This design comes from an exercise in tuning for small area, a short achievable clock period and few clock cycles per item on the open sky130 flow, not from production work. The RTL was checked by simulation tests, not by an equivalence proof against the original design.

==> run a <==
==> flow/design.v (excerpt) <==
module pt100_temp (
    input  wire        clk,
    input  wire        rst,
    input  wire        in_valid,
    output wire        in_ready,
    input  wire [11:0] yk,
    output wire        out_valid,
    output wire [27:0] temp,
    output wire [27:0] temp_filt,
    output wire        alarm
    );
clock: 24.0 ns
lec_check: 0
cap_margin: 20
core_margin: 2
core_utilization: 40
place_density: 0.6
slew_margin: 20
run.sh (not shown) runs the stock make flow with config.mk's settings and CLKGATE_MAP_FILE= SYNTH_SCRIPT=/design/flow/synth_recipe.tcl, a recipe that flattens the netlist after the stock synthesis.
==> run b: changes against run a <==
--- a/flow/design.v
+++ b/flow/design.v
@@ -402,62 +402,71 @@
     output wire        out_valid,
     output wire [27:0] temp,
     output wire [27:0] temp_filt,
     output wire        alarm
     );
 localparam [26:0] C1 = 27'd40662109;     
 localparam [26:0] HT = 27'd2457600;
-localparam S_IDLE = 3'd0, S_D1A = 3'd1, S_D1 = 3'd2, S_D2 = 3'd3,
-           S_T2 = 3'd4, S_D3 = 3'd5;
-reg        rst_r;     
+localparam S_RDY = 3'd0, S_D1 = 3'd1, S_T1 = 3'd2, S_D2 = 3'd3,
+           S_T2 = 3'd4, S_T3 = 3'd5, S_D3 = 3'd6;
 reg [2:0]  state;
-reg [11:0] ybuf;      
-reg        yv;
+reg        fin;
 reg [27:0] P;         
 reg [26:0] D;         
 reg [27:0] Q;         
 reg [5:0]  cnt;       
-reg [15:0] KM;        
 reg        dsign;     
-assign in_ready = ~(yv | rst_r);
-wire accept = in_valid & ~yv & ~rst_r;
-wire [26:0] de1 = {D[26:15], D[14:0] & KM[15:1]};
-wire [26:0] de2 = {D[26:15], D[14:0] & KM[14:0]};
+assign in_ready = (state == S_RDY);
+wire accept = in_valid && (state == S_RDY);
+wire [5:0] p2 = {cnt[5:1], 1'b0};
+reg [14:0] keep1, keep2;
+integer k;
+always @* begin
+    for (k = 0; k < 15; k = k + 1) begin
+        keep1[k] = (cnt >= 15 - k);
+        keep2[k] = (cnt >= 16 - k);
+    end
+end
+wire [26:0] de1 = {D[26:15], D[14:0] & keep1};
+wire [26:0] de2 = {D[26:15], D[14:0] & keep2};
 reg nb1, nb2;
 always @* begin
     nb1 = 1'b0; nb2 = 1'b0;
     if (state == S_D2) begin
         case (cnt)
         6'd31, 6'd33: nb1 = 1'b1;
         default: nb1 = 1'b0;
         endcase
-        nb2 = (cnt == 6'd35);            
+        case (cnt)
+        6'd35: nb2 = 1'b1;       
+        default: nb2 = 1'b0;
+        endcase
     end else if (state == S_D3) begin
         case (cnt)
         6'd21, 6'd23: nb1 = 1'b1;
         default: nb1 = 1'b0;
         endcase
-        nb2 = (cnt == 6'd19);            
+        case (cnt)
+        6'd19: nb2 = 1'b1;       
+        default: nb2 = 1'b0;
+        endcase
     end
 end
-wire [28:0] s1  = {1'b0, P} - {2'b0, de1};
-wire        q1  = ~s1[28];
-wire [29:0] X   = {1'b0, P, nb1};
-wire [29:0] A2  = X - {3'b0, de2};
-wire [29:0] B2  = X - {2'b0, de1, 1'b0} - {3'b0, de2};
-wire        q2  = q1 ? ~B2[29] : ~A2[29];
-wire [26:0] r2  = q1 ? (q2 ? B2[26:0] : {s1[25:0], nb1})
-                     : (q2 ? A2[26:0] : X[26:0]);
+wire [28:0] df1 = {1'b0, P} - {2'b0, de1};
+wire        q1  = ~df1[28];
+wire [26:0] r1  = q1 ? df1[26:0] : P[26:0];
+wire [27:0] pm  = {r1, nb1};
+wire [28:0] df2 = {1'b0, pm} - {2'b0, de2};
+wire        q2  = ~df2[28];
+wire [26:0] r2  = q2 ? df2[26:0] : pm[26:0];
 wire [27:0] pn  = {r2, nb2};
-wire        last = (cnt == 6'd1);
-wire [1:0]  km_in = {cnt >= 6'd17, cnt >= 6'd19};
 reg [5:0]  p0_2;
 reg [27:0] pi_2;
 always @* begin
-    casez (Q[14:3])             
+    casez (Q[16:5])
     12'b1???????????: begin p0_2 = 6'd23; pi_2 = 28'd38528; end
     12'b01??????????: begin p0_2 = 6'd23; pi_2 = 28'd38528; end
     12'b001?????????: begin p0_2 = 6'd25; pi_2 = 28'd9632;  end
     12'b0001????????: begin p0_2 = 6'd25; pi_2 = 28'd9632;  end
     12'b00001???????: begin p0_2 = 6'd27; pi_2 = 28'd2408;  end
     12'b000001??????: begin p0_2 = 6'd27; pi_2 = 28'd2408;  end
     12'b0000001?????: begin p0_2 = 6'd29; pi_2 = 28'd602;   end
@@ -465,32 +474,23 @@
     12'b000000001???: begin p0_2 = 6'd31; pi_2 = 28'd150;   end
     12'b0000000001??: begin p0_2 = 6'd31; pi_2 = 28'd150;   end
     12'b00000000001?: begin p0_2 = 6'd33; pi_2 = 28'd37;    end
     12'b000000000001: begin p0_2 = 6'd33; pi_2 = 28'd37;    end
     default:          begin p0_2 = 6'd35; pi_2 = 28'd9;     end
     endcase
 end
-wire        gs  = Q[27];
-wire [26:0] m5  = Q[26:0] + {Q[24:0], 2'b00};
-wire [27:0] e   = {1'b0, m5} + (gs ? 28'd32932 : 28'hfff7f5c);
-wire        en  = ~gs & e[27];
-wire [15:0] eneg = ~e[15:0] + 16'd1;
-wire [26:0] dm  = en ? {11'd0, eneg} : e[26:0];
-wire        ds  = ~gs & ~en & (e[26:0] != 27'd0);
 reg [5:0]  p0_3;
 reg [27:0] pi_3;
-reg [15:0] km_3;
 always @* begin
-    km_3 = 16'hffff;
-    casez (dm[26:10])
-    17'b1????????????????: begin p0_3 = 6'd11; pi_3 = 28'd105908800; km_3 = 16'hffe0; end
-    17'b01???????????????: begin p0_3 = 6'd13; pi_3 = 28'd26477200; km_3 = 16'hfff8; end
-    17'b001??????????????: begin p0_3 = 6'd13; pi_3 = 28'd26477200; km_3 = 16'hfff8; end
-    17'b0001?????????????: begin p0_3 = 6'd15; pi_3 = 28'd6619300; km_3 = 16'hfffe; end
-    17'b00001????????????: begin p0_3 = 6'd15; pi_3 = 28'd6619300; km_3 = 16'hfffe; end
+    casez (D[26:10])
+    17'b1????????????????: begin p0_3 = 6'd11; pi_3 = 28'd105908800; end
+    17'b01???????????????: begin p0_3 = 6'd13; pi_3 = 28'd26477200; end
+    17'b001??????????????: begin p0_3 = 6'd13; pi_3 = 28'd26477200; end
+    17'b0001?????????????: begin p0_3 = 6'd15; pi_3 = 28'd6619300; end
+    17'b00001????????????: begin p0_3 = 6'd15; pi_3 = 28'd6619300; end
     17'b000001???????????: begin p0_3 = 6'd17; pi_3 = 28'd1654825; end
     17'b0000001??????????: begin p0_3 = 6'd17; pi_3 = 28'd1654825; end
     17'b00000001?????????: begin p0_3 = 6'd19; pi_3 = 28'd413706; end
     17'b000000001????????: begin p0_3 = 6'd19; pi_3 = 28'd413706; end
     17'b0000000001???????: begin p0_3 = 6'd21; pi_3 = 28'd103426; end
     17'b00000000001??????: begin p0_3 = 6'd21; pi_3 = 28'd103426; end
     17'b000000000001?????: begin p0_3 = 6'd23; pi_3 = 28'd25856; end
@@ -498,79 +498,66 @@
     17'b00000000000001???: begin p0_3 = 6'd25; pi_3 = 28'd6464; end
     17'b000000000000001??: begin p0_3 = 6'd25; pi_3 = 28'd6464; end
     17'b0000000000000001?: begin p0_3 = 6'd27; pi_3 = 28'd1616; end
     17'b00000000000000001: begin p0_3 = 6'd27; pi_3 = 28'd1616; end
     default:               begin p0_3 = 6'd29; pi_3 = 28'd404; end
     endcase
 end
-wire [11:0] y1  = (ybuf == 12'd0) ? 12'd1 : ybuf;
-wire [12:0] yd  = {1'b0, y1} - 13'd2482;
-wire        q16 = ~yd[12];
-wire start = (state == S_IDLE) | ((state == S_D3) & last);
-wire go    = start & (yv | accept);
-wire tload = (state == S_D3) & last;
+wire        gs  = Q[27];
+wire [26:0] m5  = Q[26:0] + {Q[24:0], 2'b00};
+wire [27:0] e   = {1'b0, m5} + (gs ? 28'd32932 : 28'hfff7f5c);
+wire        en  = ~gs & e[27];
+wire [15:0] eneg = ~e[15:0] + 16'd1;
+wire [26:0] dm  = en ? {11'd0, eneg} : e[26:0];
+wire        ds  = ~gs & ~en & (e[26:0] != 27'd0);
 always @(posedge clk) begin
-    rst_r <= rst;
-    if (rst_r) begin
-        state <= S_IDLE;
-        yv    <= 1'b0;
+    if (rst) begin
+        state <= S_RDY;
+        fin   <= 1'b0;
     end else begin
-        if (accept) begin
-            ybuf <= yk;
-            yv   <= 1'b1;
-        end else if (state == S_D1A)
-            yv   <= 1'b0;
         case (state)
-        S_D1A: begin
-            P     <= q16 ? {1'b0, yd[11:0], 15'd5958} : {1'b0, y1, 15'd0};
-            D     <= C1;
-            Q     <= {27'd0, q16};
-            cnt   <= 6'd15;
-            KM    <= 16'hfffe;
-            state <= S_D1;
-        end
-        S_D1: begin
-            Q   <= {Q[25:0], q1, q2};
-            if (last) begin
-                D     <= {10'd0, Q[14:0], q1, q2};
-                P     <= pi_2;
-                cnt   <= p0_2;
-                KM    <= 16'hffff;
+        S_RDY: begin
+            fin <= 1'b0;
+            if (accept) begin
+                P     <= {1'b0, (yk == 12'd0) ? 12'd1 : yk, 13'd0};
+                D     <= C1;
                 Q     <= 28'd0;
-                state <= S_D2;
-            end else begin
-                P   <= pn;
-                cnt <= cnt - 6'd2;
-                KM  <= {KM[13:0], km_in};
+                cnt   <= 6'd17;
+                state <= S_D1;
             end
         end
-        S_D2: begin
+        S_D1, S_D2, S_D3: begin
             P   <= pn;
             Q   <= {Q[25:0], q1, q2};
             cnt <= cnt - 6'd2;
-            KM  <= {KM[13:0], km_in};
-            if (last) state <= S_T2;
+            if (cnt == 6'd1) begin
+                if (state == S_D1) state <= S_T1;
+                else if (state == S_D2) state <= S_T2;
+                else begin state <= S_RDY; fin <= 1'b1; end
+            end
+        end
+        S_T1: begin
+            D     <= {10'd0, Q[16:0]};
+            P     <= pi_2;
+            cnt   <= p0_2;
+            Q     <= 28'd0;
+            state <= S_D2;
         end
         S_T2: begin
             D     <= dm;
             dsign <= ds;
+            Q     <= 28'd0;
+            state <= S_T3;
+        end
+        S_T3: begin
             P     <= pi_3;
             cnt   <= p0_3;
-            KM    <= km_3;
-            Q     <= 28'd0;
             state <= S_D3;
         end
-        S_D3: begin
-            P   <= pn;
-            Q   <= {Q[25:0], q1, q2};
-            cnt <= cnt - 6'd2;
-            KM  <= {KM[13:0], km_in};
-            if (last) state <= go ? S_D1A : S_IDLE;
-        end
-        default: if (go) state <= S_D1A;
+        default: state <= S_RDY;
         endcase
     end
 end
 reg [27:0] T;         
 reg        alarm_r;
 reg [27:0] TF;        
 reg [27:0] U1;        
@@ -669,22 +656,23 @@
     res = shr;
     if (wr) begin
         if (shr[28:27] == 2'b01)      res[27] = 1'b0;
         else if (shr[28:27] == 2'b10) res[27] = 1'b1;
         else if (shr[28:27] == 2'b11 && shr[26:0] == 27'd0) res = 29'd0;
     end
 end
+wire tload = fin && (state == S_RDY) && !rst;
 always @(posedge clk) begin
-    if (rst_r) begin
+    if (rst) begin
         run <= 1'b0; upc <= 5'd0; ovr <= 1'b0;
         TF <= 28'd0; U1 <= 28'd0; UA <= 28'd0; Py <= 17'd0; v4p <= 15'd0;
     end else begin
         ovr <= 1'b0;
         if (tload) begin
-            T   <= {~dsign | Q[25], Q[24:0], q1, q2};
+            T   <= {~dsign | Q[27], Q[26:0]};
             run <= 1'b1;
             upc <= 5'd0;
         end else if (run) begin
             ACC <= res;
             upc <= upc + 5'd1;
             if (upc == 5'd23) run <= 1'b0;
             case (upc)
@@ -694,15 +682,15 @@
                 T[26:0] <= res[26:0];
                 alarm_r <= T[27] | (res[26:0] > HT);
             end
             5'd7: Py <= ACC[16:0];
             5'd9: begin
                 TF  <= {ACC[28], res[26:0]};
                 U1  <= TF;
-                ovr <= ~rst;
+                ovr <= 1'b1;
             end
             5'd12: begin Py <= res[16:0]; v4p <= Py[14:0]; end
             5'd17, 5'd23: UA <= res[27:0];
             default: ;
             endcase
         end
     end
==> run c: changes against run a <==
Settings changed: ABC_AREA from default to 1, CORE_UTILIZATION 40 to 60, PLACE_DENSITY 0.6 to 0.75.
==> reports/metrics.cfg <==
[run_status]
status = no timing/DRC/antenna violations

[logic_synthesis]
synth_top_area_share_pct = 18.95
ys_top_cells_by_count = nand2_1 (1,013), inv_1 (589), a21oi_1 (356)
synth_fa_ha_area_share_pct = 10.13
synth_nets = 4389

[cells_and_area]
nNetsFinal = 4402

[pwr]
leakage_nw = 14.04
ir_drop_mv = 0.1966
seq_power_mw = 0.773

[setup_path]
critPathRequiredTime_ns = 24.26

[clocking]
cts.sinks = 317

[global_route]
grt_max_degree = 84

[drt]
wire_per_inst_um = 22.39

[die]
coreArea_um2 = 46360

The numbers above come from run c.

==> reports/metrics.cfg <==
[logic_synthesis]
synth_fa_ha_area_share_pct = 8.099
ys_top_cells_by_count = nand2_1 (448), nor2_1 (294), a21oi_1 (278)
synth_nets = 3203
yosysWarnings = 1

[cells_and_area]
nNetsFinal = 3186

[drt]
wire_per_inst_um = 23.73

[pwr]
ir_drop_mv = 0.05195
leakage_nw = 10.15
seq_power_mw = 0.544

[run_status]
status = no timing/DRC/antenna violations

[global_route]
grt_max_degree = 92
grt_pass1_vias = 21740

[setup_path]
critPathRequiredTime_ns = 24.30

[die]
coreArea_um2 = 60020

The numbers above come from run b.

==> reports/metrics.cfg <==
[setup_path]
reg2regPathDepth = 23
critPathRequiredTime_ns = 24.32

[cells_and_area]
n_all_inverters = 113
nNetsFinal = 3650

[pwr]
seq_power_mw = 0.620
ir_drop_mv = 0.05502
leakage_nw = 11.53

[die]
coreArea_um2 = 68470

[logic_synthesis]
ys_top_cells_by_count = nand2_1 (483), nor2_1 (337), a21oi_1 (309)
synth_fa_ha_area_share_pct = 10.28
synth_nets = 3664

[hold_path]
min_to = U1[0]$_SDFFE_PP0P_

[drt]
wire_per_inst_um = 23.26

[run_status]
status = no timing/DRC/antenna violations

The numbers above come from run a.

Testbench counts of run a, summed over its fixed seeds: cycles 28,206, samples 960.
Testbench counts of run b, summed over its fixed seeds: cycles 31,086, samples 960.
Testbench counts of run c, summed over its fixed seeds: cycles 28,206, samples 960.

==> separate check: timing with driven ports <==
The flow's constraints put no driver on any port. The routed layouts listed below were extracted and timed again, unchanged, in two steps.
Step 1: set_driving_cell puts a clkbuf_16 on clk and a buf_2 on each other input, an assumption about the parent block.
Step 2 moves the port delays by t, midway between the first and last clock arrival at a register: inputs arrive t later, outputs are due t later. That takes back most of the time a late clock gives input paths.
Slacks: ideal ports / drivers / drivers and shift; pairs: ideal ports / drivers.
run | t (ns) | setup WS [ns] | hold slack, ns | pins driven straight from the clock port
run a | 0.627 | 16.389 / 16.389 / 16.389 | 0.454 / 0.454 / 0.454 | 1
run b | 0.615 | 15.472 / 15.472 / 15.472 | 0.450 / 0.450 / 0.450 | 1
run c | 0.641 | 16.786 / 16.784 / 16.786 | 0.454 / 0.454 / 0.454 | 1
After both steps setup and hold are still met in every run listed.
